Background: an optimization exercise with open tools, aiming at small area. Do not read the settings as production practice. No functional check of the RTL was part of this run. Power is estimated from default activity; no workload was simulated.

===== run.sh =====
#!/bin/bash
# synth_recipe.tcl (not shown) runs the flow's synth.tcl, then flattens the netlist and writes it again
# the make line also repeats each setting of config.mk as NAME=value (left out here)
make -C /OpenROAD-flow-scripts/flow DESIGN_CONFIG=/design/flow/config.mk WORK_HOME=/design/flow/orfs CLKGATE_MAP_FILE= SYNTH_SCRIPT=/design/flow/synth_recipe.tcl finish

===== config.mk =====
export PLATFORM = sky130hd
export DESIGN_NAME = SPIwithFIFO
export DESIGN_NICKNAME = SPIwithFIFO
export VERILOG_FILES = /design/flow/design.v
export SDC_FILE = /design/flow/constraint.sdc
export NUM_CORES = 4
export LEC_CHECK = 0
export CAP_MARGIN = 20
export CORE_MARGIN = 2
export CORE_UTILIZATION = 40
export CTS_BUF_LIST = sky130_fd_sc_hd__clkbuf_8
export SLEW_MARGIN = 20

===== constraint.sdc =====
create_clock -name core_clock -period 5.0 [get_ports {clk}]
set_input_delay 1.0000 -clock core_clock [delete_from_list [all_inputs] [get_ports {clk}]]
set_output_delay 1.0000 -clock core_clock [all_outputs]
set_load 0.01 [all_outputs]

===== design.v =====
`timescale 1ns / 1ps
module FIFO #(
	parameter WIDTH = 8,
	parameter DEPTH = 8
	)(
	input clk,
	input rst_n,
	input [WIDTH - 1:0] writeData,
	input writeEn,
	output [WIDTH - 1:0] readData,
	input readEn,
	output full,
	output empty
	);
	logic [2:0] lastPtr, writePtr;  
	logic [2:0] readPtr, writeNext;
	logic wrapped;  
	logic [DEPTH - 1:0][WIDTH - 1:0] mem;
	logic [WIDTH - 1:0] readMux;
	assign readPtr = {lastPtr[1:0], ~(lastPtr[2] ^ (lastPtr[1] & ~lastPtr[0]))};
	assign writeNext = {writePtr[1:0], ~(writePtr[2] ^ (writePtr[1] & ~writePtr[0]))};
	assign full = (writePtr == readPtr) & wrapped;
	assign empty = (writePtr == readPtr) & ~wrapped;
	always_comb begin
		readMux = 0;
		for (int j = 0; j < DEPTH; j = j + 1)
			readMux = readMux | (mem[j] & {WIDTH{lastPtr == j}});
	end
	assign readData = readMux;
	genvar i;
	generate
		for (i = 0; i < DEPTH; i = i + 1) begin : slot
			always @(posedge clk)
				if (writeEn && writePtr == i)
					mem[i] <= writeData;
		end
	endgenerate
	always @(posedge clk) begin
		if (~rst_n) begin
			lastPtr <= 3'b100;
			writePtr <= 3'b000;
			wrapped <= 1'b0;
		end else begin
			if (writeEn)
				writePtr <= writeNext;
			if (readEn)
				lastPtr <= readPtr;
			if (writeEn | readEn)
				wrapped <= writeEn;
		end
	end
endmodule
`timescale 1ns / 1ps
module SPIwithFIFO #(
	parameter WIDTH = 8,
	parameter TxFIFODepth = 8,
	parameter RxFIFODepth = 8
	)(
	input clk,
	input rst_n,
    input CS_n,
    input SCLK,
    input MOSI,
    output MISO,
	output [WIDTH - 1:0] RXdata,
	input readEn,
	output RXFIFOempty,
	output RXFIFOfull,
	output TXFIFOempty,
	output TXFIFOfull,
	input [WIDTH - 1:0] TXdata,
	input writeEn
    );
	logic CS_nHist;  
	logic prevSCLK;
	logic CS_nFallingEdge;
	logic sclkRise, sclkFall;
	assign CS_nFallingEdge = CS_nHist & ~CS_n;
	assign sclkRise = ~prevSCLK & SCLK;
	assign sclkFall = prevSCLK & ~SCLK;
	always @(posedge clk) begin
		CS_nHist <= CS_n;
		prevSCLK <= SCLK;
	end
	logic [WIDTH - 1:0] shiftIn;
	logic [2:0] rxBitCount;   
	logic rxByteDone;    
	logic writeRXFIFO;   
	always @(posedge clk) begin
		if (sclkRise)
			shiftIn <= {shiftIn[WIDTH - 2:0], MOSI};
		if (~rst_n) begin
			rxBitCount <= 3'b000;
			rxByteDone <= 1'b0;
			writeRXFIFO <= 1'b0;
		end else begin
			writeRXFIFO <= rxByteDone;
			rxByteDone <= sclkRise && rxBitCount == 3'b100;  
			if (CS_nFallingEdge)
				rxBitCount <= 3'b000;
			else if (sclkRise)
				rxBitCount <= {rxBitCount[1:0], ~(rxBitCount[2] ^ (rxBitCount[1] & ~rxBitCount[0]))};
		end
	end
	logic [RxFIFODepth - 1:0][WIDTH - 1:0] rxMem;
	logic [2:0] rxLast, rxWrite;
	logic [2:0] rxRead, rxWriteNext;
	logic rxPending;
	logic rxSevenQueued;
	logic rxMemWrite;
	logic [WIDTH - 1:0] rxMux;
	assign rxRead = {rxLast[1:0], ~(rxLast[2] ^ (rxLast[1] & ~rxLast[0]))};
	assign rxWriteNext = {rxWrite[1:0], ~(rxWrite[2] ^ (rxWrite[1] & ~rxWrite[0]))};
	always_comb begin
		rxMux = 0;
		for (int j = 0; j < RxFIFODepth; j = j + 1)
			rxMux = rxMux | (rxMem[j] & {WIDTH{rxLast == j}});
	end
	assign RXdata = rxMux;
	assign RXFIFOempty = rxWrite == rxRead;
	assign RXFIFOfull = rxPending;
	assign rxSevenQueued = rxWrite == rxLast;
	assign rxMemWrite = writeRXFIFO ? (~rxSevenQueued | readEn) : (rxPending & readEn);
	genvar i;
	generate
		for (i = 0; i < RxFIFODepth; i = i + 1) begin : rxSlot
			always @(posedge clk)
				if (~rst_n) begin
					if (i == 3'b100)
						rxMem[i] <= 0;  
				end else if (rxMemWrite && rxWrite == i)
					rxMem[i] <= shiftIn;
		end
	endgenerate
	always @(posedge clk) begin
		if (~rst_n) begin
			rxLast <= 3'b100;
			rxWrite <= 3'b000;
			rxPending <= 1'b0;
		end else begin
			if (readEn)
				rxLast <= rxRead;
			if (rxMemWrite)
				rxWrite <= rxWriteNext;
			if (rxPending)
				rxPending <= ~readEn;
			else
				rxPending <= writeRXFIFO & rxSevenQueued & ~readEn;
		end
	end
	logic [WIDTH - 1:0] shiftOut;
	logic [3:0] txBitCount;
	logic [3:0] txBitCountDec;
	logic readTXFIFO;   
	logic loadTX;       
	logic [WIDTH - 1:0] TXFIFOdata;
	assign MISO = shiftOut[WIDTH - 1];
	assign txBitCountDec = {txBitCount[2:0],
		txBitCount[2] ? (txBitCount[3] ^ (txBitCount[1] & txBitCount[0])) : ~txBitCount[3]};
	FIFO #(.WIDTH(WIDTH), .DEPTH(TxFIFODepth)) TXFIFO (
		.clk(clk),
		.rst_n(rst_n),
		.writeData(TXdata),
		.writeEn(writeEn),
		.readData(TXFIFOdata),
		.readEn(readTXFIFO),
		.full(TXFIFOfull),
		.empty(TXFIFOempty)
	);
	logic startTX;
	assign startTX = ~readTXFIFO & ~loadTX && txBitCount == 4'b0000 && ~TXFIFOempty && ~CS_nFallingEdge;
	always @(posedge clk) begin
		if (~rst_n) begin
			shiftOut <= 0;
			txBitCount <= 4'b0110;
			readTXFIFO <= 1'b0;
			loadTX <= 1'b0;
		end else begin
			readTXFIFO <= startTX;
			loadTX <= readTXFIFO;
			if (sclkFall)
				shiftOut <= {shiftOut[WIDTH - 2:0], 1'b0};
			else if (loadTX)
				shiftOut <= TXFIFOdata;
			if (sclkFall)
				txBitCount <= txBitCountDec;
			else if (startTX | CS_nFallingEdge)
				txBitCount <= 4'b0110;
		end
	end
endmodule

==> flow_metrics.py <==
metrics = {
    "run_status": {
        "status": "no timing/DRC/antenna violations",
    },
    "route": {
        "drtIter0Drc": 250,
        "drc": 0,
        "drt-wirelength-per-cell_um": 18.1,
        "antenna_left": 0,
        "wl_um": 13500,
        "vias": 4000,
        "first_pass_iters": 5,
        "vias_per_cell": 5.35,
    },
    "sta": {
        "layout_min_cycle_time_ns": 4.44,
        "fin_setup_tns_ns": 0,
        "fin_worst_skew_ns": 0.00989,
        "worstMarginPinSlew_ns": 1.00,
        "fin_crit_sh": 0.888,
        "finalSetupViolations": 0,
        "slew_headroom": 0.330,
        "max_freq_mhz": 225,
        "maxSlewViolCount": 0,
        "rsz0062_at_grt": "false",
        "hold_viol_final": 0,
        "setup_slack_ns": 0.558,
    },
    "die": {
        "die_w_um": 135,
        "fp.dieH_um": 135,
        "die-area_um2": 18300,
        "io_pins": 28,
        "start_util": 0.404,
        "core_um2": 17100,
        "std_cell_rows": 48,
    },
    "power_and_ir_drop": {
        "power.static_leakage_nw": 2.64,
        "total_power_w": 0.00264,
        "ir_drop_mv": 0.232,
        "powerDensity_nw_per_um2": 341,
    },
    "clock_tree": {
        "cts_buffer_depth": 2,
        "cts_resized": 0,
        "cts_sinks": 171,
        "post_cts_buffers": 0,
        "cts_root_buffer": "clkbuf_8",
        "clk_latency_ns": 0.45,
        "tritoncts": "yes",
        "h-tree-depth": 4,
        "cts_inserted_buffers": 17,
        "clkTransAtPathRegs_ns": 0.09,
        "holdBufCountCts": 0,
    },
    "yosys": {
        "ys_seq_area_frac": 0.682,
        "synth_fa_ha_area_frac": 0.0145,
        "synth_compound_area_frac": 0.0980,
        "async_flop_share": 0,
        "yosys.area.top_type_share": 0.557,
        "ys_ff_latch": 171,
        "synth-edff-count": 128,
        "synth_cell_type_count": 52,
        "syn-mean-instance-area_um2": 14.1,
        "synth_top_area_cell": "edfxtp_1",
        "yosysWarnings": 2,
        "synthesis.nets": 513,
        "synth_area_leaders": "edfxtp_1 (56%), dfxtp_1 (12%), mux2i_1 (4.4%)",
        "synthMuxAreaShare": 0.0762,
        "synth_top_family_by_area": "compound AO/OA/AOI/OAI gates",
        "synth_xor_area_frac": 0.0147,
        "syn_inst": 490,
        "syn-cell-area_um2": 6900,
        "synth_ff_type": "edfxtp_1",
        "synthSimpleGateAreaFrac": 0.0884,
    },
    "min_path": {
        "min-delay-start": "rxByteDone",
        "hold_path.class": "reg2reg",
    },
    "global_routing": {
        "grt_pass1_vias": 3982,
        "grt_first_pass_wirelength_um": 21700,
        "grt-ovfl-total": 0,
        "grt_antenna_before_repair": 0,
        "grt_usage": 0.158,
        "grt_max_degree": 41,
    },
    "flow_run": {
        "cap_violations": 0,
    },
    "final_layout": {
        "area_growth_pct": 12.2,
        "drive_gt1_frac": 0.119,
        "final_common_cell": "edfxtp_1",
        "final.fill_count": 1512,
        "layout.nets": 532,
        "antenna_cells": 0,
        "final_cell_mix": "edfxtp_1 (128), dfxtp_1 (43), nand2_1 (42)",
    },
    "critical_path": {
        "worstPathArrival_ns": 3.44,
        "required_ns": 4.00,
        "criticalPathCategory": "reg2out",
        "crit_path_start": "TXFIFO.lastPtr[2]",
        "cp-start-kind": "flip-flop",
        "end_kind": "output port",
        "worstReg2RegStart": "TXFIFO.lastPtr[2]",
        "crit_fanout": 20,
    },
    "place": {
        "dp_slack_ns": 1.09,
        "finalWeightedCongestion": 0.755,
        "numPortBuffers": 27,
        "place_hpwl_um": 9130,
    },
}
[sequential cells by signal (all words and copies together), names as in the netlist, 3 cells and up]
register,cells
TXFIFO.lastPtr,3
txBitCount,4
shiftOut,8
TXFIFO.writePtr,3
TXFIFO.mem,64
rxWrite,3
rxBitCount,3
rxLast,3
shiftIn,8
rxMem,64
[worst max-delay path, stage by stage, from the launching register on]
cell and delay (ns):
dfxtp_1 0.99, inv_1 0.26, ha_1 0.41, xor2_1 0.19, nor4_1 0.50, clkdlybuf4s50_1 0.65
[path summary, 6_finish.rpt]
kind / end / slack, ns / cells past startpoint
worst max-delay path: TXFIFOempty / 0.56 / 5
worst max register to register: txBitCount[1] / 2.08 / 6
worst min register to register: writeRXFIFO / 0.46 / 1
worst min-delay path: writeRXFIFO / 0.46 / 1
[area by class of cell]
type	count	area, um2	area share
clock inverters	15	158	0.0204
flip-flops and latches	171	4700	0.608
well taps	225	282	0.0364
clock buffers	17	234	0.0302
repair buffers	35	325	0.0420
multi-input cells	278	2010	0.260
inverters	6	22.5	0.00291
[stage by stage]
| step | util | area [um2] | hold slack, ns | instances |
|---|---|---|---|---|
| after floorplan | - | 6900 | 0.412 | 490 |
| after global placement | 0.431 | 7350 | 0.440 | 715 |
| after detailed placement | 0.431 | 7350 | 0.435 | 715 |
| after CTS | 0.454 | 7740 | 0.459 | 747 |
| after global routing | 0.454 | 7740 | 0.471 | 747 |
| final | 0.454 | 7740 | 0.459 | 747 |
[logic make-up (layout without fill, tap and decap cells)]
kind of cell	count (synthesis)	after routing
multiplexers	44	44
adder cells (fa/ha/maj)	8	8
AO/OA/AOI/OAI	94	94
XOR/XNOR	9	9
buffers and inverters	41	73
AND/OR/NAND/NOR	123	123
flip-flops	171	171
[cell usage after synthesis, drive strengths merged (8+ instances only)]
master	n
edfxtp	128
dfxtp	43
nand2	42
mux2i	30
clkbuf	22
a21oi	19
nor2	17
o211ai	17
nor2b	16
o21ai	16
a22oi	14
nand3	14
buf	13
xor2	9
ha	8
mux2	8
[power by group]
part | internal, W | leakage (nW) | switching, W | total [W]
registers | 0.00154 | 1.51 | 0.0000198 | 0.00156
clock network | 0.000415 | 0.194 | 0.000539 | 0.000954
logic | 0.0000569 | 0.934 | 0.0000658 | 0.000123
[routing by layer]
metal,global-route usage,vias to the layer above,routed length [um]
li1,-,1889,-
met1,0.209,2010,6070
met2,0.248,84,6540
met3,0.0430,17,587
met4,0.0631,0,303
met5,0,-,0

## re-timing with driven ports
Ports are ideal in the flow. The routed layout listed here was re-timed in OpenROAD.
Step 1 assumes that a clkbuf_16 drives the clock port and a buf_2 every other input.
Step 2 times the ports against the registers' clock, not the clock port: input delays grow and output delays shrink by t, the midpoint of the rising clock arrivals with the driver on.
Three values: no drivers, after step 1, after step 2; two values: the first two.
shift t [ns]: 0.487
setup WS [ns]: 0.558 / 0.520 / 1.007
worst setup path after step 2: register to output
After both steps setup and hold are still met in this run. The setup slack of this run moves by -0.038 ns with the drivers and by +0.449 ns with both steps.
